Context: an optimization exercise on an open-source flow, tuned for small area, a short achievable clock period and few clock cycles per item. The choices shown serve that exercise and are no tape-out recipe.
No run shown here included a check of the RTL's function; only the layout flow was run.

==> design/flow/design.v <==
module CordicAccelerator(
  input         clock,
  input         reset,
  input         cmd_valid,
  output        cmd_ready,
  input  [6:0]  cmd_funct,
  input  [4:0]  cmd_rd,
  input  [63:0] cmd_rs1,
  input  [63:0] cmd_rs2,
  output        resp_valid,
  input         resp_ready,
  output [4:0]  resp_rd,
  output [63:0] resp_data,
  output        busy
);
  reg adv;   
  wire accept = cmd_valid & adv;
  wire [31:0] z0 = cmd_rs2[31:0];
  wire z0_fits = (z0[31:17] == {15{z0[31]}});
  wire [17:0] zc0 = z0_fits ? z0[17:0] : {z0[31], {17{~z0[31]}}};
  reg [31:0] p1_x;
  reg [4:0] p1_rd;
  reg p1_fn, p1_v;
  reg [17:0] p1_z;
  always @(posedge clock) begin
    if (reset) p1_v <= 1'b0;
    else if (adv) p1_v <= accept;
    if (adv) begin
      p1_x <= cmd_rs1[31:0];
      p1_rd <= cmd_rd;
      p1_fn <= cmd_funct[0];
      p1_z <= zc0;
    end
  end
  wire d1 = p1_z[17];
  wire [31:0] x2 = p1_x;
  wire [31:0] y3 = d1 ? -p1_x : p1_x;
  wire [17:0] zs4 = d1 ? p1_z + 18'd51472 : p1_z - 18'd51472;
  wire [16:0] z5 = (zs4[17:16] == {2{zs4[17]}}) ? zs4[16:0] : {zs4[17], {16{~zs4[17]}}};
  reg [31:0] p2_x, p2_y;
  reg [4:0] p2_rd;
  reg p2_fn, p2_v;
  reg [16:0] p2_z;
  always @(posedge clock) begin
    if (reset) p2_v <= 1'b0;
    else if (adv) p2_v <= p1_v;
    if (adv) begin
      p2_x <= x2;
      p2_y <= y3;
      p2_rd <= p1_rd;
      p2_fn <= p1_fn;
      p2_z <= z5;
    end
  end
  wire d6 = p2_z[16];
  wire [31:0] ys9 = $signed(p2_y) >>> 1;
  wire [31:0] xs10 = $signed(p2_x) >>> 1;
  wire [31:0] x7 = p2_x + (ys9 ^ {32{~d6}}) + {31'd0, ~d6};
  wire [31:0] y8 = p2_y + (xs10 ^ {32{d6}}) + {31'd0, d6};
  wire [16:0] zs11 = d6 ? p2_z + 17'd30386 : p2_z - 17'd30386;
  wire [15:0] z12 = (zs11[16:15] == {2{zs11[16]}}) ? zs11[15:0] : {zs11[16], {15{~zs11[16]}}};
  reg [31:0] p3_x, p3_y;
  reg [4:0] p3_rd;
  reg p3_fn, p3_v;
  reg [15:0] p3_z;
  always @(posedge clock) begin
    if (reset) p3_v <= 1'b0;
    else if (adv) p3_v <= p2_v;
    if (adv) begin
      p3_x <= x7;
      p3_y <= y8;
      p3_rd <= p2_rd;
      p3_fn <= p2_fn;
      p3_z <= z12;
    end
  end
  wire d13 = p3_z[15];
  wire [31:0] ys16 = $signed(p3_y) >>> 2;
  wire [31:0] xs17 = $signed(p3_x) >>> 2;
  wire [31:0] x14 = p3_x + (ys16 ^ {32{~d13}}) + {31'd0, ~d13};
  wire [31:0] y15 = p3_y + (xs17 ^ {32{d13}}) + {31'd0, d13};
  wire [15:0] zs18 = d13 ? p3_z + 16'd16055 : p3_z - 16'd16055;
  wire [14:0] z19 = (zs18[15:14] == {2{zs18[15]}}) ? zs18[14:0] : {zs18[15], {14{~zs18[15]}}};
  reg [31:0] p4_x, p4_y;
  reg [4:0] p4_rd;
  reg p4_fn, p4_v;
  reg [14:0] p4_z;
  always @(posedge clock) begin
    if (reset) p4_v <= 1'b0;
    else if (adv) p4_v <= p3_v;
    if (adv) begin
      p4_x <= x14;
      p4_y <= y15;
      p4_rd <= p3_rd;
      p4_fn <= p3_fn;
      p4_z <= z19;
    end
  end
  wire d20 = p4_z[14];
  wire [31:0] ys23 = $signed(p4_y) >>> 3;
  wire [31:0] xs24 = $signed(p4_x) >>> 3;
  wire [31:0] x21 = p4_x + (ys23 ^ {32{~d20}}) + {31'd0, ~d20};
  wire [31:0] y22 = p4_y + (xs24 ^ {32{d20}}) + {31'd0, d20};
  wire [14:0] zs25 = d20 ? p4_z + 15'd8150 : p4_z - 15'd8150;
  wire [13:0] z26 = (zs25[14:13] == {2{zs25[14]}}) ? zs25[13:0] : {zs25[14], {13{~zs25[14]}}};
  reg [31:0] p5_x, p5_y;
  reg [4:0] p5_rd;
  reg p5_fn, p5_v;
  reg [13:0] p5_z;
  always @(posedge clock) begin
    if (reset) p5_v <= 1'b0;
    else if (adv) p5_v <= p4_v;
    if (adv) begin
      p5_x <= x21;
      p5_y <= y22;
      p5_rd <= p4_rd;
      p5_fn <= p4_fn;
      p5_z <= z26;
    end
  end
  wire d27 = p5_z[13];
  wire [31:0] ys30 = $signed(p5_y) >>> 4;
  wire [31:0] xs31 = $signed(p5_x) >>> 4;
  wire [31:0] x28 = p5_x + (ys30 ^ {32{~d27}}) + {31'd0, ~d27};
  wire [31:0] y29 = p5_y + (xs31 ^ {32{d27}}) + {31'd0, d27};
  wire [13:0] zs32 = d27 ? p5_z + 14'd4091 : p5_z - 14'd4091;
  wire [12:0] z33 = (zs32[13:12] == {2{zs32[13]}}) ? zs32[12:0] : {zs32[13], {12{~zs32[13]}}};
  reg [31:0] p6_x, p6_y;
  reg [4:0] p6_rd;
  reg p6_fn, p6_v;
  reg [12:0] p6_z;
  always @(posedge clock) begin
    if (reset) p6_v <= 1'b0;
    else if (adv) p6_v <= p5_v;
    if (adv) begin
      p6_x <= x28;
      p6_y <= y29;
      p6_rd <= p5_rd;
      p6_fn <= p5_fn;
      p6_z <= z33;
    end
  end
  wire d34 = p6_z[12];
  wire [31:0] ys37 = $signed(p6_y) >>> 5;
  wire [31:0] xs38 = $signed(p6_x) >>> 5;
  wire [31:0] x35 = p6_x + (ys37 ^ {32{~d34}}) + {31'd0, ~d34};
  wire [31:0] y36 = p6_y + (xs38 ^ {32{d34}}) + {31'd0, d34};
  wire [12:0] zs39 = d34 ? p6_z + 13'd2047 : p6_z - 13'd2047;
  wire [11:0] z40 = (zs39[12:11] == {2{zs39[12]}}) ? zs39[11:0] : {zs39[12], {11{~zs39[12]}}};
  reg [31:0] p7_x, p7_y;
  reg [4:0] p7_rd;
  reg p7_fn, p7_v;
  reg [11:0] p7_z;
  always @(posedge clock) begin
    if (reset) p7_v <= 1'b0;
    else if (adv) p7_v <= p6_v;
    if (adv) begin
      p7_x <= x35;
      p7_y <= y36;
      p7_rd <= p6_rd;
      p7_fn <= p6_fn;
      p7_z <= z40;
    end
  end
  wire d41 = p7_z[11];
  wire [31:0] ys44 = $signed(p7_y) >>> 6;
  wire [31:0] xs45 = $signed(p7_x) >>> 6;
  wire [31:0] x42 = p7_x + (ys44 ^ {32{~d41}}) + {31'd0, ~d41};
  wire [31:0] y43 = p7_y + (xs45 ^ {32{d41}}) + {31'd0, d41};
  wire [11:0] zs46 = d41 ? p7_z + 12'd1024 : p7_z - 12'd1024;
  wire [10:0] z47 = (zs46[11:10] == {2{zs46[11]}}) ? zs46[10:0] : {zs46[11], {10{~zs46[11]}}};
  reg [31:0] p8_x, p8_y;
  reg [4:0] p8_rd;
  reg p8_fn, p8_v;
  reg [10:0] p8_z;
  always @(posedge clock) begin
    if (reset) p8_v <= 1'b0;
    else if (adv) p8_v <= p7_v;
    if (adv) begin
      p8_x <= x42;
      p8_y <= y43;
      p8_rd <= p7_rd;
      p8_fn <= p7_fn;
      p8_z <= z47;
    end
  end
  wire d48 = p8_z[10];
  wire [31:0] ys51 = $signed(p8_y) >>> 7;
  wire [31:0] xs52 = $signed(p8_x) >>> 7;
  wire [31:0] x49 = p8_x + (ys51 ^ {32{~d48}}) + {31'd0, ~d48};
  wire [31:0] y50 = p8_y + (xs52 ^ {32{d48}}) + {31'd0, d48};
  wire [10:0] zs53 = d48 ? p8_z + 11'd512 : p8_z - 11'd512;
  wire [9:0] z54 = (zs53[10:9] == {2{zs53[10]}}) ? zs53[9:0] : {zs53[10], {9{~zs53[10]}}};
  reg [31:0] p9_x, p9_y;
  reg [4:0] p9_rd;
  reg p9_fn, p9_v;
  reg [9:0] p9_z;
  always @(posedge clock) begin
    if (reset) p9_v <= 1'b0;
    else if (adv) p9_v <= p8_v;
    if (adv) begin
      p9_x <= x49;
      p9_y <= y50;
      p9_rd <= p8_rd;
      p9_fn <= p8_fn;
      p9_z <= z54;
    end
  end
  wire d55 = p9_z[9];
  wire [31:0] ys58 = $signed(p9_y) >>> 8;
  wire [31:0] xs59 = $signed(p9_x) >>> 8;
  wire [31:0] x56 = p9_x + (ys58 ^ {32{~d55}}) + {31'd0, ~d55};
  wire [31:0] y57 = p9_y + (xs59 ^ {32{d55}}) + {31'd0, d55};
  wire [9:0] zs60 = d55 ? p9_z + 10'd256 : p9_z - 10'd256;
  wire [8:0] z61 = (zs60[9:8] == {2{zs60[9]}}) ? zs60[8:0] : {zs60[9], {8{~zs60[9]}}};
  reg [31:0] p10_x, p10_y;
  reg [4:0] p10_rd;
  reg p10_fn, p10_v;
  reg [8:0] p10_z;
  always @(posedge clock) begin
    if (reset) p10_v <= 1'b0;
    else if (adv) p10_v <= p9_v;
    if (adv) begin
      p10_x <= x56;
      p10_y <= y57;
      p10_rd <= p9_rd;
      p10_fn <= p9_fn;
      p10_z <= z61;
    end
  end
  wire d62 = p10_z[8];
  wire [31:0] ys65 = $signed(p10_y) >>> 9;
  wire [31:0] xs66 = $signed(p10_x) >>> 9;
  wire [31:0] x63 = p10_x + (ys65 ^ {32{~d62}}) + {31'd0, ~d62};
  wire [31:0] y64 = p10_y + (xs66 ^ {32{d62}}) + {31'd0, d62};
  wire [8:0] zs67 = d62 ? p10_z + 9'd128 : p10_z - 9'd128;
  wire [7:0] z68 = (zs67[8:7] == {2{zs67[8]}}) ? zs67[7:0] : {zs67[8], {7{~zs67[8]}}};
  reg [31:0] p11_x, p11_y;
  reg [4:0] p11_rd;
  reg p11_fn, p11_v;
  reg [7:0] p11_z;
  always @(posedge clock) begin
    if (reset) p11_v <= 1'b0;
    else if (adv) p11_v <= p10_v;
    if (adv) begin
      p11_x <= x63;
      p11_y <= y64;
      p11_rd <= p10_rd;
      p11_fn <= p10_fn;
      p11_z <= z68;
    end
  end
  wire d69 = p11_z[7];
  wire [31:0] ys72 = $signed(p11_y) >>> 10;
  wire [31:0] xs73 = $signed(p11_x) >>> 10;
  wire [31:0] x70 = p11_x + (ys72 ^ {32{~d69}}) + {31'd0, ~d69};
  wire [31:0] y71 = p11_y + (xs73 ^ {32{d69}}) + {31'd0, d69};
  wire [7:0] zs74 = d69 ? p11_z + 8'd64 : p11_z - 8'd64;
  wire [6:0] z75 = (zs74[7:6] == {2{zs74[7]}}) ? zs74[6:0] : {zs74[7], {6{~zs74[7]}}};
  reg [31:0] p12_x, p12_y;
  reg [4:0] p12_rd;
  reg p12_fn, p12_v;
  reg [6:0] p12_z;
  always @(posedge clock) begin
    if (reset) p12_v <= 1'b0;
    else if (adv) p12_v <= p11_v;
    if (adv) begin
      p12_x <= x70;
      p12_y <= y71;
      p12_rd <= p11_rd;
      p12_fn <= p11_fn;
      p12_z <= z75;
    end
  end
  wire d76 = p12_z[6];
  wire [31:0] ys79 = $signed(p12_y) >>> 11;
  wire [31:0] xs80 = $signed(p12_x) >>> 11;
  wire [31:0] x77 = p12_x + (ys79 ^ {32{~d76}}) + {31'd0, ~d76};
  wire [31:0] y78 = p12_y + (xs80 ^ {32{d76}}) + {31'd0, d76};
  wire [6:0] zs81 = d76 ? p12_z + 7'd32 : p12_z - 7'd32;
  wire [5:0] z82 = (zs81[6:5] == {2{zs81[6]}}) ? zs81[5:0] : {zs81[6], {5{~zs81[6]}}};
  reg [31:0] p13_x, p13_y;
  reg [4:0] p13_rd;
  reg p13_fn, p13_v;
  reg [5:0] p13_z;
  always @(posedge clock) begin
    if (reset) p13_v <= 1'b0;
    else if (adv) p13_v <= p12_v;
    if (adv) begin
      p13_x <= x77;
      p13_y <= y78;
      p13_rd <= p12_rd;
      p13_fn <= p12_fn;
      p13_z <= z82;
    end
  end
  wire d83 = p13_z[5];
  wire [31:0] ys86 = $signed(p13_y) >>> 12;
  wire [31:0] xs87 = $signed(p13_x) >>> 12;
  wire [31:0] x84 = p13_x + (ys86 ^ {32{~d83}}) + {31'd0, ~d83};
  wire [31:0] y85 = p13_y + (xs87 ^ {32{d83}}) + {31'd0, d83};
  wire [5:0] zs88 = d83 ? p13_z + 6'd16 : p13_z - 6'd16;
  wire [4:0] z89 = (zs88[5:4] == {2{zs88[5]}}) ? zs88[4:0] : {zs88[5], {4{~zs88[5]}}};
  reg [31:0] p14_x, p14_y;
  reg [4:0] p14_rd;
  reg p14_fn, p14_v;
  reg [4:0] p14_z;
  always @(posedge clock) begin
    if (reset) p14_v <= 1'b0;
    else if (adv) p14_v <= p13_v;
    if (adv) begin
      p14_x <= x84;
      p14_y <= y85;
      p14_rd <= p13_rd;
      p14_fn <= p13_fn;
      p14_z <= z89;
    end
  end
  wire d90 = p14_z[4];
  wire [31:0] ys93 = $signed(p14_y) >>> 13;
  wire [31:0] xs94 = $signed(p14_x) >>> 13;
  wire [31:0] x91 = p14_x + (ys93 ^ {32{~d90}}) + {31'd0, ~d90};
  wire [31:0] y92 = p14_y + (xs94 ^ {32{d90}}) + {31'd0, d90};
  wire [4:0] zs95 = d90 ? p14_z + 5'd8 : p14_z - 5'd8;
  wire [3:0] z96 = (zs95[4:3] == {2{zs95[4]}}) ? zs95[3:0] : {zs95[4], {3{~zs95[4]}}};
  reg [31:0] p15_x, p15_y;
  reg [4:0] p15_rd;
  reg p15_fn, p15_v;
  reg [3:0] p15_z;
  always @(posedge clock) begin
    if (reset) p15_v <= 1'b0;
    else if (adv) p15_v <= p14_v;
    if (adv) begin
      p15_x <= x91;
      p15_y <= y92;
      p15_rd <= p14_rd;
      p15_fn <= p14_fn;
      p15_z <= z96;
    end
  end
  wire d97 = p15_z[3];
  wire [31:0] ys100 = $signed(p15_y) >>> 14;
  wire [31:0] xs101 = $signed(p15_x) >>> 14;
  wire [31:0] x98 = p15_x + (ys100 ^ {32{~d97}}) + {31'd0, ~d97};
  wire [31:0] y99 = p15_y + (xs101 ^ {32{d97}}) + {31'd0, d97};
  wire [3:0] zs102 = d97 ? p15_z + 4'd4 : p15_z - 4'd4;
  wire [2:0] z103 = (zs102[3:2] == {2{zs102[3]}}) ? zs102[2:0] : {zs102[3], {2{~zs102[3]}}};
  reg [31:0] p16_x, p16_y;
  reg [4:0] p16_rd;
  reg p16_fn, p16_v;
  reg [2:0] p16_z;
  always @(posedge clock) begin
    if (reset) p16_v <= 1'b0;
    else if (adv) p16_v <= p15_v;
    if (adv) begin
      p16_x <= x98;
      p16_y <= y99;
      p16_rd <= p15_rd;
      p16_fn <= p15_fn;
      p16_z <= z103;
    end
  end
  wire d104 = p16_z[2];
  wire [31:0] ys107 = $signed(p16_y) >>> 15;
  wire [31:0] xs108 = $signed(p16_x) >>> 15;
  wire [31:0] x105 = p16_x + (ys107 ^ {32{~d104}}) + {31'd0, ~d104};
  wire [31:0] y106 = p16_y + (xs108 ^ {32{d104}}) + {31'd0, d104};
  wire [2:0] zs109 = d104 ? p16_z + 3'd2 : p16_z - 3'd2;
  wire [1:0] z110 = (zs109[2:1] == {2{zs109[2]}}) ? zs109[1:0] : {zs109[2], {1{~zs109[2]}}};
  reg [31:0] p17_x, p17_y;
  reg [4:0] p17_rd;
  reg p17_fn, p17_v;
  reg [1:0] p17_z;
  always @(posedge clock) begin
    if (reset) p17_v <= 1'b0;
    else if (adv) p17_v <= p16_v;
    if (adv) begin
      p17_x <= x105;
      p17_y <= y106;
      p17_rd <= p16_rd;
      p17_fn <= p16_fn;
      p17_z <= z110;
    end
  end
  wire d111 = p17_z[1];
  wire [31:0] ys114 = $signed(p17_y) >>> 16;
  wire [31:0] xs115 = $signed(p17_x) >>> 16;
  wire [31:0] x112 = p17_x + (ys114 ^ {32{~d111}}) + {31'd0, ~d111};
  wire [31:0] y113 = p17_y + (xs115 ^ {32{d111}}) + {31'd0, d111};
  wire [1:0] zs116 = d111 ? p17_z + 2'd1 : p17_z - 2'd1;
  wire z117 = zs116[1];
  reg [31:0] p18_x, p18_y;
  reg [4:0] p18_rd;
  reg p18_fn, p18_v;
  reg p18_z;
  always @(posedge clock) begin
    if (reset) p18_v <= 1'b0;
    else if (adv) p18_v <= p17_v;
    if (adv) begin
      p18_x <= x112;
      p18_y <= y113;
      p18_rd <= p17_rd;
      p18_fn <= p17_fn;
      p18_z <= z117;
    end
  end
  wire d118 = p18_z;
  wire [31:0] ys121 = $signed(p18_y) >>> 17;
  wire [31:0] xs122 = $signed(p18_x) >>> 17;
  wire [31:0] x119 = p18_x + (ys121 ^ {32{~d118}}) + {31'd0, ~d118};
  wire [31:0] y120 = p18_y + (xs122 ^ {32{d118}}) + {31'd0, d118};
  reg [31:0] p19_x, p19_y;
  reg [4:0] p19_rd;
  reg p19_fn, p19_v;
  reg p19_d;
  always @(posedge clock) begin
    if (reset) p19_v <= 1'b0;
    else if (adv) p19_v <= p18_v;
    if (adv) begin
      p19_x <= x119;
      p19_y <= y120;
      p19_rd <= p18_rd;
      p19_fn <= p18_fn;
      p19_d <= d118;
    end
  end
  wire [31:0] ys125 = $signed(p19_y) >>> 18;
  wire [31:0] xs126 = $signed(p19_x) >>> 18;
  wire [31:0] x123 = p19_x + (ys125 ^ {32{~p19_d}}) + {31'd0, ~p19_d};
  wire [31:0] y124 = p19_y + (xs126 ^ {32{p19_d}}) + {31'd0, p19_d};
  reg [31:0] p20_x, p20_y;
  reg [4:0] p20_rd;
  reg p20_fn, p20_v;
  reg p20_d;
  always @(posedge clock) begin
    if (reset) p20_v <= 1'b0;
    else if (adv) p20_v <= p19_v;
    if (adv) begin
      p20_x <= x123;
      p20_y <= y124;
      p20_rd <= p19_rd;
      p20_fn <= p19_fn;
      p20_d <= p19_d;
    end
  end
  wire [31:0] ys129 = $signed(p20_y) >>> 19;
  wire [31:0] xs130 = $signed(p20_x) >>> 19;
  wire [31:0] x127 = p20_x + (ys129 ^ {32{~p20_d}}) + {31'd0, ~p20_d};
  wire [31:0] y128 = p20_y + (xs130 ^ {32{p20_d}}) + {31'd0, p20_d};
  reg [31:0] p21_x, p21_y;
  reg [4:0] p21_rd;
  reg p21_fn, p21_v;
  reg p21_d;
  always @(posedge clock) begin
    if (reset) p21_v <= 1'b0;
    else if (adv) p21_v <= p20_v;
    if (adv) begin
      p21_x <= x127;
      p21_y <= y128;
      p21_rd <= p20_rd;
      p21_fn <= p20_fn;
      p21_d <= p20_d;
    end
  end
  wire [31:0] ys133 = $signed(p21_y) >>> 20;
  wire [31:0] xs134 = $signed(p21_x) >>> 20;
  wire [31:0] x131 = p21_x + (ys133 ^ {32{~p21_d}}) + {31'd0, ~p21_d};
  wire [31:0] y132 = p21_y + (xs134 ^ {32{p21_d}}) + {31'd0, p21_d};
  reg [31:0] p22_x, p22_y;
  reg [4:0] p22_rd;
  reg p22_fn, p22_v;
  reg p22_d;
  always @(posedge clock) begin
    if (reset) p22_v <= 1'b0;
    else if (adv) p22_v <= p21_v;
    if (adv) begin
      p22_x <= x131;
      p22_y <= y132;
      p22_rd <= p21_rd;
      p22_fn <= p21_fn;
      p22_d <= p21_d;
    end
  end
  wire [31:0] ys137 = $signed(p22_y) >>> 21;
  wire [31:0] xs138 = $signed(p22_x) >>> 21;
  wire [31:0] x135 = p22_x + (ys137 ^ {32{~p22_d}}) + {31'd0, ~p22_d};
  wire [31:0] y136 = p22_y + (xs138 ^ {32{p22_d}}) + {31'd0, p22_d};
  reg [31:0] p23_x, p23_y;
  reg [4:0] p23_rd;
  reg p23_fn, p23_v;
  reg p23_d;
  always @(posedge clock) begin
    if (reset) p23_v <= 1'b0;
    else if (adv) p23_v <= p22_v;
    if (adv) begin
      p23_x <= x135;
      p23_y <= y136;
      p23_rd <= p22_rd;
      p23_fn <= p22_fn;
      p23_d <= p22_d;
    end
  end
  wire [31:0] ys141 = $signed(p23_y) >>> 22;
  wire [31:0] xs142 = $signed(p23_x) >>> 22;
  wire [31:0] x139 = p23_x + (ys141 ^ {32{~p23_d}}) + {31'd0, ~p23_d};
  wire [31:0] y140 = p23_y + (xs142 ^ {32{p23_d}}) + {31'd0, p23_d};
  reg [31:0] p24_x, p24_y;
  reg [4:0] p24_rd;
  reg p24_fn, p24_v;
  reg p24_d;
  always @(posedge clock) begin
    if (reset) p24_v <= 1'b0;
    else if (adv) p24_v <= p23_v;
    if (adv) begin
      p24_x <= x139;
      p24_y <= y140;
      p24_rd <= p23_rd;
      p24_fn <= p23_fn;
      p24_d <= p23_d;
    end
  end
  wire [31:0] ys145 = $signed(p24_y) >>> 23;
  wire [31:0] xs146 = $signed(p24_x) >>> 23;
  wire [31:0] x143 = p24_x + (ys145 ^ {32{~p24_d}}) + {31'd0, ~p24_d};
  wire [31:0] y144 = p24_y + (xs146 ^ {32{p24_d}}) + {31'd0, p24_d};
  reg [31:0] p25_x, p25_y;
  reg [4:0] p25_rd;
  reg p25_fn, p25_v;
  reg p25_d;
  always @(posedge clock) begin
    if (reset) p25_v <= 1'b0;
    else if (adv) p25_v <= p24_v;
    if (adv) begin
      p25_x <= x143;
      p25_y <= y144;
      p25_rd <= p24_rd;
      p25_fn <= p24_fn;
      p25_d <= p24_d;
    end
  end
  wire [31:0] ys149 = $signed(p25_y) >>> 24;
  wire [31:0] xs150 = $signed(p25_x) >>> 24;
  wire [31:0] x147 = p25_x + (ys149 ^ {32{~p25_d}}) + {31'd0, ~p25_d};
  wire [31:0] y148 = p25_y + (xs150 ^ {32{p25_d}}) + {31'd0, p25_d};
  reg [31:0] p26_x, p26_y;
  reg [4:0] p26_rd;
  reg p26_fn, p26_v;
  reg p26_d;
  always @(posedge clock) begin
    if (reset) p26_v <= 1'b0;
    else if (adv) p26_v <= p25_v;
    if (adv) begin
      p26_x <= x147;
      p26_y <= y148;
      p26_rd <= p25_rd;
      p26_fn <= p25_fn;
      p26_d <= p25_d;
    end
  end
  wire [31:0] ys153 = $signed(p26_y) >>> 25;
  wire [31:0] xs154 = $signed(p26_x) >>> 25;
  wire [31:0] x151 = p26_x + (ys153 ^ {32{~p26_d}}) + {31'd0, ~p26_d};
  wire [31:0] y152 = p26_y + (xs154 ^ {32{p26_d}}) + {31'd0, p26_d};
  reg [31:0] p27_x, p27_y;
  reg [4:0] p27_rd;
  reg p27_fn, p27_v;
  reg p27_d;
  always @(posedge clock) begin
    if (reset) p27_v <= 1'b0;
    else if (adv) p27_v <= p26_v;
    if (adv) begin
      p27_x <= x151;
      p27_y <= y152;
      p27_rd <= p26_rd;
      p27_fn <= p26_fn;
      p27_d <= p26_d;
    end
  end
  wire [31:0] ys157 = $signed(p27_y) >>> 26;
  wire [31:0] xs158 = $signed(p27_x) >>> 26;
  wire [31:0] x155 = p27_x + (ys157 ^ {32{~p27_d}}) + {31'd0, ~p27_d};
  wire [31:0] y156 = p27_y + (xs158 ^ {32{p27_d}}) + {31'd0, p27_d};
  reg [31:0] p28_x, p28_y;
  reg [4:0] p28_rd;
  reg p28_fn, p28_v;
  reg p28_d;
  always @(posedge clock) begin
    if (reset) p28_v <= 1'b0;
    else if (adv) p28_v <= p27_v;
    if (adv) begin
      p28_x <= x155;
      p28_y <= y156;
      p28_rd <= p27_rd;
      p28_fn <= p27_fn;
      p28_d <= p27_d;
    end
  end
  wire [31:0] ys161 = $signed(p28_y) >>> 27;
  wire [31:0] xs162 = $signed(p28_x) >>> 27;
  wire [31:0] x159 = p28_x + (ys161 ^ {32{~p28_d}}) + {31'd0, ~p28_d};
  wire [31:0] y160 = p28_y + (xs162 ^ {32{p28_d}}) + {31'd0, p28_d};
  reg [31:0] p29_x, p29_y;
  reg [4:0] p29_rd;
  reg p29_fn, p29_v;
  reg p29_d;
  always @(posedge clock) begin
    if (reset) p29_v <= 1'b0;
    else if (adv) p29_v <= p28_v;
    if (adv) begin
      p29_x <= x159;
      p29_y <= y160;
      p29_rd <= p28_rd;
      p29_fn <= p28_fn;
      p29_d <= p28_d;
    end
  end
  wire [31:0] ys165 = $signed(p29_y) >>> 28;
  wire [31:0] xs166 = $signed(p29_x) >>> 28;
  wire [31:0] x163 = p29_x + (ys165 ^ {32{~p29_d}}) + {31'd0, ~p29_d};
  wire [31:0] y164 = p29_y + (xs166 ^ {32{p29_d}}) + {31'd0, p29_d};
  reg [31:0] p30_x, p30_y;
  reg [4:0] p30_rd;
  reg p30_fn, p30_v;
  reg p30_d;
  always @(posedge clock) begin
    if (reset) p30_v <= 1'b0;
    else if (adv) p30_v <= p29_v;
    if (adv) begin
      p30_x <= x163;
      p30_y <= y164;
      p30_rd <= p29_rd;
      p30_fn <= p29_fn;
      p30_d <= p29_d;
    end
  end
  wire [31:0] ys169 = $signed(p30_y) >>> 29;
  wire [31:0] xs170 = $signed(p30_x) >>> 29;
  wire [31:0] x167 = p30_x + (ys169 ^ {32{~p30_d}}) + {31'd0, ~p30_d};
  wire [31:0] y168 = p30_y + (xs170 ^ {32{p30_d}}) + {31'd0, p30_d};
  reg [31:0] p31_x, p31_y;
  reg [4:0] p31_rd;
  reg p31_fn, p31_v;
  reg p31_d;
  always @(posedge clock) begin
    if (reset) p31_v <= 1'b0;
    else if (adv) p31_v <= p30_v;
    if (adv) begin
      p31_x <= x167;
      p31_y <= y168;
      p31_rd <= p30_rd;
      p31_fn <= p30_fn;
      p31_d <= p30_d;
    end
  end
  wire [31:0] ys173 = $signed(p31_y) >>> 30;
  wire [31:0] xs174 = $signed(p31_x) >>> 30;
  wire [31:0] x171 = p31_x + (ys173 ^ {32{~p31_d}}) + {31'd0, ~p31_d};
  wire [31:0] y172 = p31_y + (xs174 ^ {32{p31_d}}) + {31'd0, p31_d};
  reg [31:0] p32_x, p32_y;
  reg [4:0] p32_rd;
  reg p32_fn, p32_v;
  reg p32_d;
  always @(posedge clock) begin
    if (reset) p32_v <= 1'b0;
    else if (adv) p32_v <= p31_v;
    if (adv) begin
      p32_x <= x171;
      p32_y <= y172;
      p32_rd <= p31_rd;
      p32_fn <= p31_fn;
      p32_d <= p31_d;
    end
  end
  wire [31:0] ys177 = $signed(p32_y) >>> 31;
  wire [31:0] xs178 = $signed(p32_x) >>> 31;
  wire [31:0] x175 = p32_x + (ys177 ^ {32{~p32_d}}) + {31'd0, ~p32_d};
  wire [31:0] y176 = p32_y + (xs178 ^ {32{p32_d}}) + {31'd0, p32_d};
  wire [31:0] res = p32_fn ? y176 : x175;
  wire push = adv & p32_v;
  reg [31:0] h_data, k_data;
  reg [4:0] h_rd, k_rd;
  reg hv, kv, busy_r;
  wire pop = hv & resp_ready;
  wire h_load = ~hv | pop;
  wire hv_n = h_load ? (kv | push) : 1'b1;
  wire kv_n = h_load ? (kv & push) : (kv | push);
  wire inflight_n = hv_n | kv_n |
      (adv ? accept : p1_v) |
      (adv ? p1_v : p2_v) |
      (adv ? p2_v : p3_v) |
      (adv ? p3_v : p4_v) |
      (adv ? p4_v : p5_v) |
      (adv ? p5_v : p6_v) |
      (adv ? p6_v : p7_v) |
      (adv ? p7_v : p8_v) |
      (adv ? p8_v : p9_v) |
      (adv ? p9_v : p10_v) |
      (adv ? p10_v : p11_v) |
      (adv ? p11_v : p12_v) |
      (adv ? p12_v : p13_v) |
      (adv ? p13_v : p14_v) |
      (adv ? p14_v : p15_v) |
      (adv ? p15_v : p16_v) |
      (adv ? p16_v : p17_v) |
      (adv ? p17_v : p18_v) |
      (adv ? p18_v : p19_v) |
      (adv ? p19_v : p20_v) |
      (adv ? p20_v : p21_v) |
      (adv ? p21_v : p22_v) |
      (adv ? p22_v : p23_v) |
      (adv ? p23_v : p24_v) |
      (adv ? p24_v : p25_v) |
      (adv ? p25_v : p26_v) |
      (adv ? p26_v : p27_v) |
      (adv ? p27_v : p28_v) |
      (adv ? p28_v : p29_v) |
      (adv ? p29_v : p30_v) |
      (adv ? p30_v : p31_v) |
      (adv ? p31_v : p32_v);
  always @(posedge clock) begin
    if (reset) begin
      hv <= 1'b0;
      kv <= 1'b0;
      adv <= 1'b1;
      busy_r <= 1'b0;
    end else begin
      hv <= hv_n;
      kv <= kv_n;
      adv <= ~(hv_n & kv_n);
      busy_r <= inflight_n;
    end
    if (h_load) begin
      h_data <= kv ? k_data : res;
      h_rd <= kv ? k_rd : p32_rd;
    end
    if (h_load ? kv : ~kv) begin
      k_data <= res;
      k_rd <= p32_rd;
    end
  end
  assign cmd_ready = adv;
  assign resp_valid = hv;
  assign resp_rd = h_rd;
  assign resp_data = {32'h0, h_data};
  assign busy = busy_r;
endmodule
==> design/flow/run.sh <==
#!/bin/bash
# synth_recipe.tcl (not shown) runs the flow's synth.tcl, then flattens the netlist and writes it again
# the make line also repeats each setting of config.mk as NAME=value (left out here)
make -C /OpenROAD-flow-scripts/flow DESIGN_CONFIG=/design/flow/config.mk WORK_HOME=/design/flow/orfs CLKGATE_MAP_FILE= SYNTH_SCRIPT=/design/flow/synth_recipe.tcl finish
==> design/flow/config.mk <==
export PLATFORM = sky130hd
export DESIGN_NAME = CordicAccelerator
export DESIGN_NICKNAME = CordicAccelerator
export VERILOG_FILES = /design/flow/design.v
export SDC_FILE = /design/flow/constraint.sdc
export NUM_CORES = 8
export LEC_CHECK = 0
export ABC_CLOCK_PERIOD_IN_PS = 3000
export CAP_MARGIN = 20
export CORE_MARGIN = 2
export CORE_UTILIZATION = 40
export SETUP_SLACK_MARGIN = 3.0
export SLEW_MARGIN = 20
==> design/flow/constraint.sdc <==
create_clock -name core_clock -period 6.0 [get_ports {clock}]
set_input_delay 1.2000 -clock core_clock [delete_from_list [all_inputs] [get_ports {clock}]]
set_output_delay 1.2000 -clock core_clock [all_outputs]
set_load 0.01 [all_outputs]
==> results of run 1 <==
-- layout by cell type, fill, tap and decap left out, types with 66 or more instances in the layout --
cell	n
edfxtp_1	2466
buf_4	1925
ha_1	1396
xnor2_1	1316
buf_6	1002
a21o_1	954
xor2_1	915
a21oi_2	768
a21oi_1	765
nor2_1	718
nand2_1	624
inv_1	467
ha_4	369
clkbuf_16	316
o21ai_0	310
xnor2_2	277
o21ai_2	257
nand3_1	250
o21a_1	238
o21bai_1	228
nand2b_1	217
nor3_1	217
ha_2	171
a21oi_4	153
o21ai_1	146
nor2b_1	145
xor2_2	142
nor2_2	139
buf_12	132
and3_1	130
nand4_1	113
a211oi_2	90
xnor2_4	88
a31oi_4	80
nand2_2	75
buf_8	75
a211o_1	73
clkdlybuf4s50_1	73
o21ai_4	66
-- cells by family (layout without fill, tap and decap cells) --
kind of cell             Yosys count  after routing  share of synthesized area, %
AO/OA/AOI/OAI                   4971           4972                          18.0
XOR/XNOR                        2791           2791                          13.8
adder cells (fa/ha/maj)         2005           2005                          14.4
buffers and inverters            734           4343                          1.64
flip-flops                      2502           2502                          42.2
multiplexers                     106            106                         0.648
other                              1             41                       0.00211
AND/OR/NAND/NOR                 3392           3399                          9.36
-- cell type report --
cell class / instances / area [sq um] / area share [%]
diodes: 9 / 22.5 / 0.00891
clock buffers: 354 / 7830 / 3.10
well taps: 5904 / 7390 / 2.92
inverters: 497 / 1890 / 0.748
multi-input cells: 13300 / 127000 / 50.1
flip-flops and latches: 2502 / 74800 / 29.6
clock inverters: 183 / 1960 / 0.774
repair buffers: 3309 / 32300 / 12.8
-- worst max path at each step --
| stage | slack, ns | endpoint | cells past startpoint |
|---|---|---|---|
| 2_1_floorplan | -11.32 | p10_v | 4 |
| 3_3_place_gp | 1.33 | p25_y[31] | 14 |
| 3_5_place_dp | 1.30 | p32_y[21] | 13 |
| 4_1_cts | 1.97 | h_data[28] | 14 |
| 5_1_grt | 1.90 | h_data[28] | 15 |
| 6_report | 2.02 | h_data[28] | 15 |
-- per-layer routing --
metal | up-vias | track usage [%] | part of all wire [%]
met1 | 69500 | 24.2 | 40
met4 | 0 | 8.75 | 4.9
met2 | 3128 | 37.4 | 51
li1 | 68600 | - | -
met5 | - | 0 | 0
met3 | 1240 | 2.11 | 3.6
-- what timing repair did --
action,4_1_cts,5_1_grt
gates cloned,55,10
setup buffers,2048,964
resized for setup,4234,2417
pin swaps,2236,2135
endpoints found under the hold margin,0,0
endpoints found under the setup margin,1540,1591
-- worst register-to-register path, stage by stage (launching register included) --
cell and delay (ns):
edfxtp_1 0.41, buf_4 0.18, xnor2_4 0.16, buf_12 0.16, fa_2 0.36, a21o_1 0.20
a21oi_2 0.19, o21ai_2 0.10, a221o_1 0.37, a221oi_4 0.36, o21ai_2 0.13, a211o_1 0.32
a32oi_2 0.27, or4b_4 0.18, nand3_2 0.07, mux2_4 0.26
-- through the flow --
stage                     cell area (sq um)  hold WS (ns)  util, %  setup slack [ns]
final                                253000         0.412     57.2              2.02
after global routing                 253000         0.419     57.2              1.90
after CTS                            233000         0.413     52.8              1.97
after detailed placement             186000         0.405     42.2              1.30
after global placement               186000         0.400     42.2              1.33
after floorplan                      178000         0.400        -            -11.32
==> impl_metrics.csv, run 1 <==
group,metric,value,unit
critical_path,cp-end-kind,"flop",
layout,drive_above_1_share,37.6,%
critical_path,cpMaxStageDelayCell,"edfxtp_1",
clock_tree,clock-root-buffer,"clkbuf_16",
hold_path,min_path_type,"flop to flop",
route,via_count,142000,
clock_tree,numCtsBuffers,298,
yosys,netlist_top_cells_area,"edfxtp_1 (42%), ha_1 (14%), xnor2_1 (8.3%)",
place,gp_routability_congestion,0.882,
sta,skew,0.0644,ns
clock_tree,clockBufferDepth,4,
yosys,synth_cell_types,98,
sta,setup_viol,0,
place,dpl.cell_count,22400,
clock_tree,clk_pin_slew,0.06,ns
yosys,synthArstFlopShare,0,%
yosys,synth.top_cell.area_share,41.7,%
die,ioPinCount,216,
route,wire_per_inst,19.6,um
die,start_util,40.2,%
place,hpwl,318,mm
clock_tree,cts.sinks,2502,
layout,area_growth,42.5,%
clock_tree,clk_latency,0.96,ns
yosys,ys_seq_elements,2502,
critical_path,max_stage_delay,0.41,ns
sta,post-route-period-util,66.3,%
global_routing,grt_usage,20.4,%
yosys,ys_warn_count,1,
clock_tree,htree_levels,5,
hold_path,hold_end,"p15_rd[3]",
yosys,netlist_area,177000,sq um
critical_path,cp.arrival,4.65,ns
critical_path,worstRegToRegCells,15,
yosys,synth_edf_count,2466,
route,drc,0,
die,die-area,449000,sq um
critical_path,required,6.67,ns
critical_path,rr_startpoint,"p32_d",
critical_path,startpoint_type,"flop",
die,coreArea,442000,sq um
layout,fill_cells,34700,
critical_path,crit_chain,"buf_4 > xnor2_4 > buf_12 > fa_2 > a21o_1 > a21oi_2 > o21ai_2 > a221o_1 > a221oi_4 > o21ai_2 > a211o_1 > a32oi_2 > or4b_4 > nand3_2 > mux2_4",
global_routing,grt_max_degree,171,
route,first_iter_violations,8362,
global_routing,antenna_found_initial,12,
hold_path,min_from,"p14_rd[3]",
yosys,yosys.area.top_type,"edfxtp_1",
critical_path,path_common_cell,"o21ai_2",
yosys,synth_commonest_cells,"edfxtp_1 (2,466), ha_1 (1,936), xnor2_1 (1,681)",
critical_path,critPathKind,"flop to flop",
place,io_buffers,113,
route,drt_wl_total,510,mm
die,row_count,244,
sta,rsz0062_at_grt,"yes",
sta,fin_crit,3.98,ns
sta,drv_slew,0,
sta,hold_viol,0,
hold_path,min_path_cells,0,
sta,max_freq,251,MHz
yosys,synth_most_common_cell,"edfxtp_1",
critical_path,ff2ff_setup_slack,2.02,ns
layout,final_nets,22100,
critical_path,critical_path.startpoint,"p32_d",
route,detail-route-antenna-nets,0,
global_routing,grt_pass1_wl,748,mm
critical_path,path_max_fanout,6,
yosys,netlist_instances,16500,
route,avgViaCountPerCell,5.47,
critical_path,path_delay_family,"compound AO/OA/AOI/OAI gates",
sta,slew_headroom,30.0,%
global_routing,grt_pass1_vias,139000,
yosys,synth_flop_cell,"edfxtp_1",
outcome,status,"complete, no violations",
sta,setup_tns,0,ns
critical_path,path_buf_inv,2,
route,first_pass_iters,8,
job,drv_cap,0,
critical_path,r2r_end,"h_data[28]",
die,die_w,670,um
yosys,yosysSeqAreaShare,42.2,%
clock_tree,hold_buffers,0,
global_routing,grt_overflow,0,
sta,max_slew.worst_pin.slew,1.05,ns
die,dieHeight,670,um
layout,fin_cells,26100,
yosys,syn_avg_cell_area,10.7,sq um
clock_tree,cts_tree,"built",
==> run 2, diff against run 1 <==
--- a/design/flow/config.mk
+++ b/design/flow/config.mk
@@ -6,5 +6,4 @@
 export NUM_CORES = 8
 export LEC_CHECK = 0
-export ABC_CLOCK_PERIOD_IN_PS = 3000
 export CAP_MARGIN = 20
 export CORE_MARGIN = 2
==> run 2 against run 1 <==
  * Register-to-register slack about the same
  * Fmax unchanged
  * Highest routed layer unchanged
  * Largest cell class unchanged
  * Global-route usage unchanged
  * Via count unchanged
  * Critical path depth unchanged
  * First-iteration DRC count unchanged
==> impl_metrics.csv, run 2 <==
group,metric,value,unit
outcome,status,"complete, no violations",
yosys,synthArstFlopShare,0,%
critical_path,rr_startpoint,"p32_d",
hold_path,min_from,"p14_rd[3]",
clock_tree,hold_buffers,0,
layout,final_area,253000,sq um
place,place_area,186000,sq um
sta,rsz0062_at_grt,"yes",
route,first_pass_iters,8,
critical_path,max_stage_delay,0.41,ns
critical_path,path_max_fanout,6,
critical_path,r2r_end,"h_data[28]",
layout,drive_above_1_share,37.6,%
job,drv_cap,0,
die,ioPinCount,216,
sta,setup_tns,0,ns
yosys,yosys.area.top_type,"edfxtp_1",
die,die-area,449000,sq um
hold_path,min_path_cells,0,
sta,hold_viol,0,
route,drc,0,
die,coreArea,442000,sq um
yosys,synth_cell_types,98,
clock_tree,clockBufferDepth,4,
clock_tree,numCtsBuffers,298,
route,wire_per_inst,19.6,um
sta,post-route-period-util,66.3,%
die,die_w,670,um
critical_path,crit_chain,"buf_4 > xnor2_4 > buf_12 > fa_2 > a21o_1 > a21oi_2 > o21ai_2 > a221o_1 > a221oi_4 > o21ai_2 > a211o_1 > a32oi_2 > or4b_4 > nand3_2 > mux2_4",
layout,final_util,57.2,%
yosys,synth_commonest_cells,"edfxtp_1 (2,466), ha_1 (1,936), xnor2_1 (1,681)",
yosys,yosysSeqAreaShare,42.2,%
route,first_iter_violations,8362,
critical_path,cpMaxStageDelayCell,"edfxtp_1",
layout,area_growth,42.5,%
yosys,ys_seq_elements,2502,
die,row_count,244,
place,gp_routability_congestion,0.882,
clock_tree,clock-root-buffer,"clkbuf_16",
route,detail-route-antenna-nets,0,
global_routing,grt_overflow,0,
critical_path,path_buf_inv,2,
layout,fill_cells,34700,
critical_path,ff2ff_setup_slack,2.02,ns
clock_tree,cts_tree,"built",
route,drt_wl_total,510,mm
sta,skew,0.0644,ns
global_routing,grt_usage,20.4,%
route,avgViaCountPerCell,5.47,
global_routing,grt_max_degree,171,
sta,slew_headroom,30.0,%
hold_path,min_path_type,"flop to flop",
place,io_buffers,113,
sta,max_freq,251,MHz
clock_tree,htree_levels,5,
yosys,synth_flop_cell,"edfxtp_1",
die,start_util,40.2,%
sta,max_slew.worst_pin.slew,1.05,ns
die,dieHeight,670,um
yosys,netlist_area,177000,sq um
sta,fin_crit,3.98,ns
yosys,ys_warn_count,1,
yosys,netlist_top_cells_area,"edfxtp_1 (42%), ha_1 (14%), xnor2_1 (8.3%)",
yosys,netlist_instances,16500,
critical_path,startpoint_type,"flop",
critical_path,path_delay_family,"compound AO/OA/AOI/OAI gates",
critical_path,worstRegToRegCells,15,
layout,final_common_cell,"edfxtp_1",
hold_path,hold_end,"p15_rd[3]",
yosys,synth_most_common_cell,"edfxtp_1",
yosys,synth.top_cell.area_share,41.7,%
critical_path,cp.arrival,4.65,ns
sta,setup_viol,0,
critical_path,cp-end-kind,"flop",
place,hpwl,318,mm
layout,final_cell_mix,"edfxtp_1 (2,466), buf_4 (1,925), ha_1 (1,396)",
clock_tree,cts.sinks,2502,
global_routing,grt_pass1_vias,139000,
clock_tree,clk_pin_slew,0.06,ns
route,via_count,142000,
critical_path,path_common_cell,"o21ai_2",
layout,final_nets,22100,
yosys,synth_edf_count,2466,
sta,drv_slew,0,
clock_tree,clk_latency,0.96,ns
global_routing,antenna_found_initial,12,
yosys,syn_avg_cell_area,10.7,sq um
critical_path,required,6.67,ns
critical_path,critPathKind,"flop to flop",
global_routing,grt_pass1_wl,748,mm
## run 2: final cells by class
cell class | count | area (sq um) | share of cell area, %
Inverter | 497 | 1890 | 0.748
Clock inverter | 183 | 1960 | 0.774
Clock buffer | 354 | 7830 | 3.10
Timing Repair Buffer | 3309 | 32300 | 12.8
Tap cell | 5904 | 7390 | 2.92
Antenna cell | 9 | 22.5 | 0.00891
Multi-Input combinational cell | 13300 | 127000 | 50.1
Sequential cell | 2502 | 74800 | 29.6
## run 2: worst max path at each step
stage | startpoint | to | slack (ns) | cells after the start
floorplan | adv | p10_v | -11.32 | 4
global placement | p24_d | p25_y[31] | 1.33 | 14
detailed placement | p31_d | p32_y[21] | 1.30 | 13
CTS | p32_d | h_data[28] | 1.97 | 14
global route | p32_d | h_data[28] | 1.90 | 15
finish | p32_d | h_data[28] | 2.02 | 15
## run 2: cell families (layout without fill, tap and decap cells)
group / after synthesis / in the layout / share of synthesized area [%]
AND/OR/NAND/NOR: 3392 / 3399 / 9.36
buffers and inverters: 734 / 4343 / 1.64
adder cells (fa/ha/maj): 2005 / 2005 / 14.4
AO/OA/AOI/OAI: 4971 / 4972 / 18.0
other: 1 / 41 / 0.00211
flip-flops: 2502 / 2502 / 42.2
XOR/XNOR: 2791 / 2791 / 13.8
multiplexers: 106 / 106 / 0.648
## run 2: timing repair
action | CTS | global route
buffers inserted | 2048 | 964
gates resized for setup | 4234 | 2417
setup endpoints to repair | 1540 | 1591
pin swaps | 2236 | 2135
gates cloned | 55 | 10
## run 2: per-layer routing
layer / GRT usage [%] / share of wire [%] / vias to the layer above / wire length (um)
met4: 8.75 / 4.9 / 0 / 25200
met5: 0 / 0 / - / 0
met1: 24.2 / 40 / 69500 / 205000
met2: 37.4 / 51 / 3128 / 262000
li1: - / - / 68600 / -
met3: 2.11 / 3.6 / 1240 / 18600
## run 2: through the flow
stage / setup WS (ns) / cells / hold WS [ns]
after global routing: 1.90 / 26100 / 0.419
after floorplan: -11.32 / 16500 / 0.400
after detailed placement: 1.30 / 22400 / 0.405
after CTS: 1.97 / 25100 / 0.413
final: 2.02 / 26100 / 0.412
after global placement: 1.33 / 22400 / 0.400

[port drivers added, routing unchanged]
The flow's constraints put no driver on any port. The routed layouts listed below were extracted and timed again, unchanged, in two steps.
Step 1, drivers: a clkbuf_16 drives clock and a buf_2 each remaining input, both assumed.
Step 2 times the ports against the registers' clock, not the clock port: input delays grow and output delays shrink by t, the midpoint of the rising clock arrivals with the driver on.
a / b / c = ideal / step 1 / step 2; a / b = the first two.
run | t (ns) | setup WS [ns] | hold slack, ns | clock arrival spread, ns | worst register clock-pin slew, ns
run 1 | 1.042 | 2.019 / 2.019 / 2.019 | 0.412 / 0.412 / 0.412 | 0.071 / 0.070 | 0.07 / 0.07
run 2 | 1.042 | 2.019 / 2.019 / 2.019 | 0.412 / 0.412 / 0.412 | 0.071 / 0.070 | 0.07 / 0.07
After both steps every run listed still meets setup and hold.
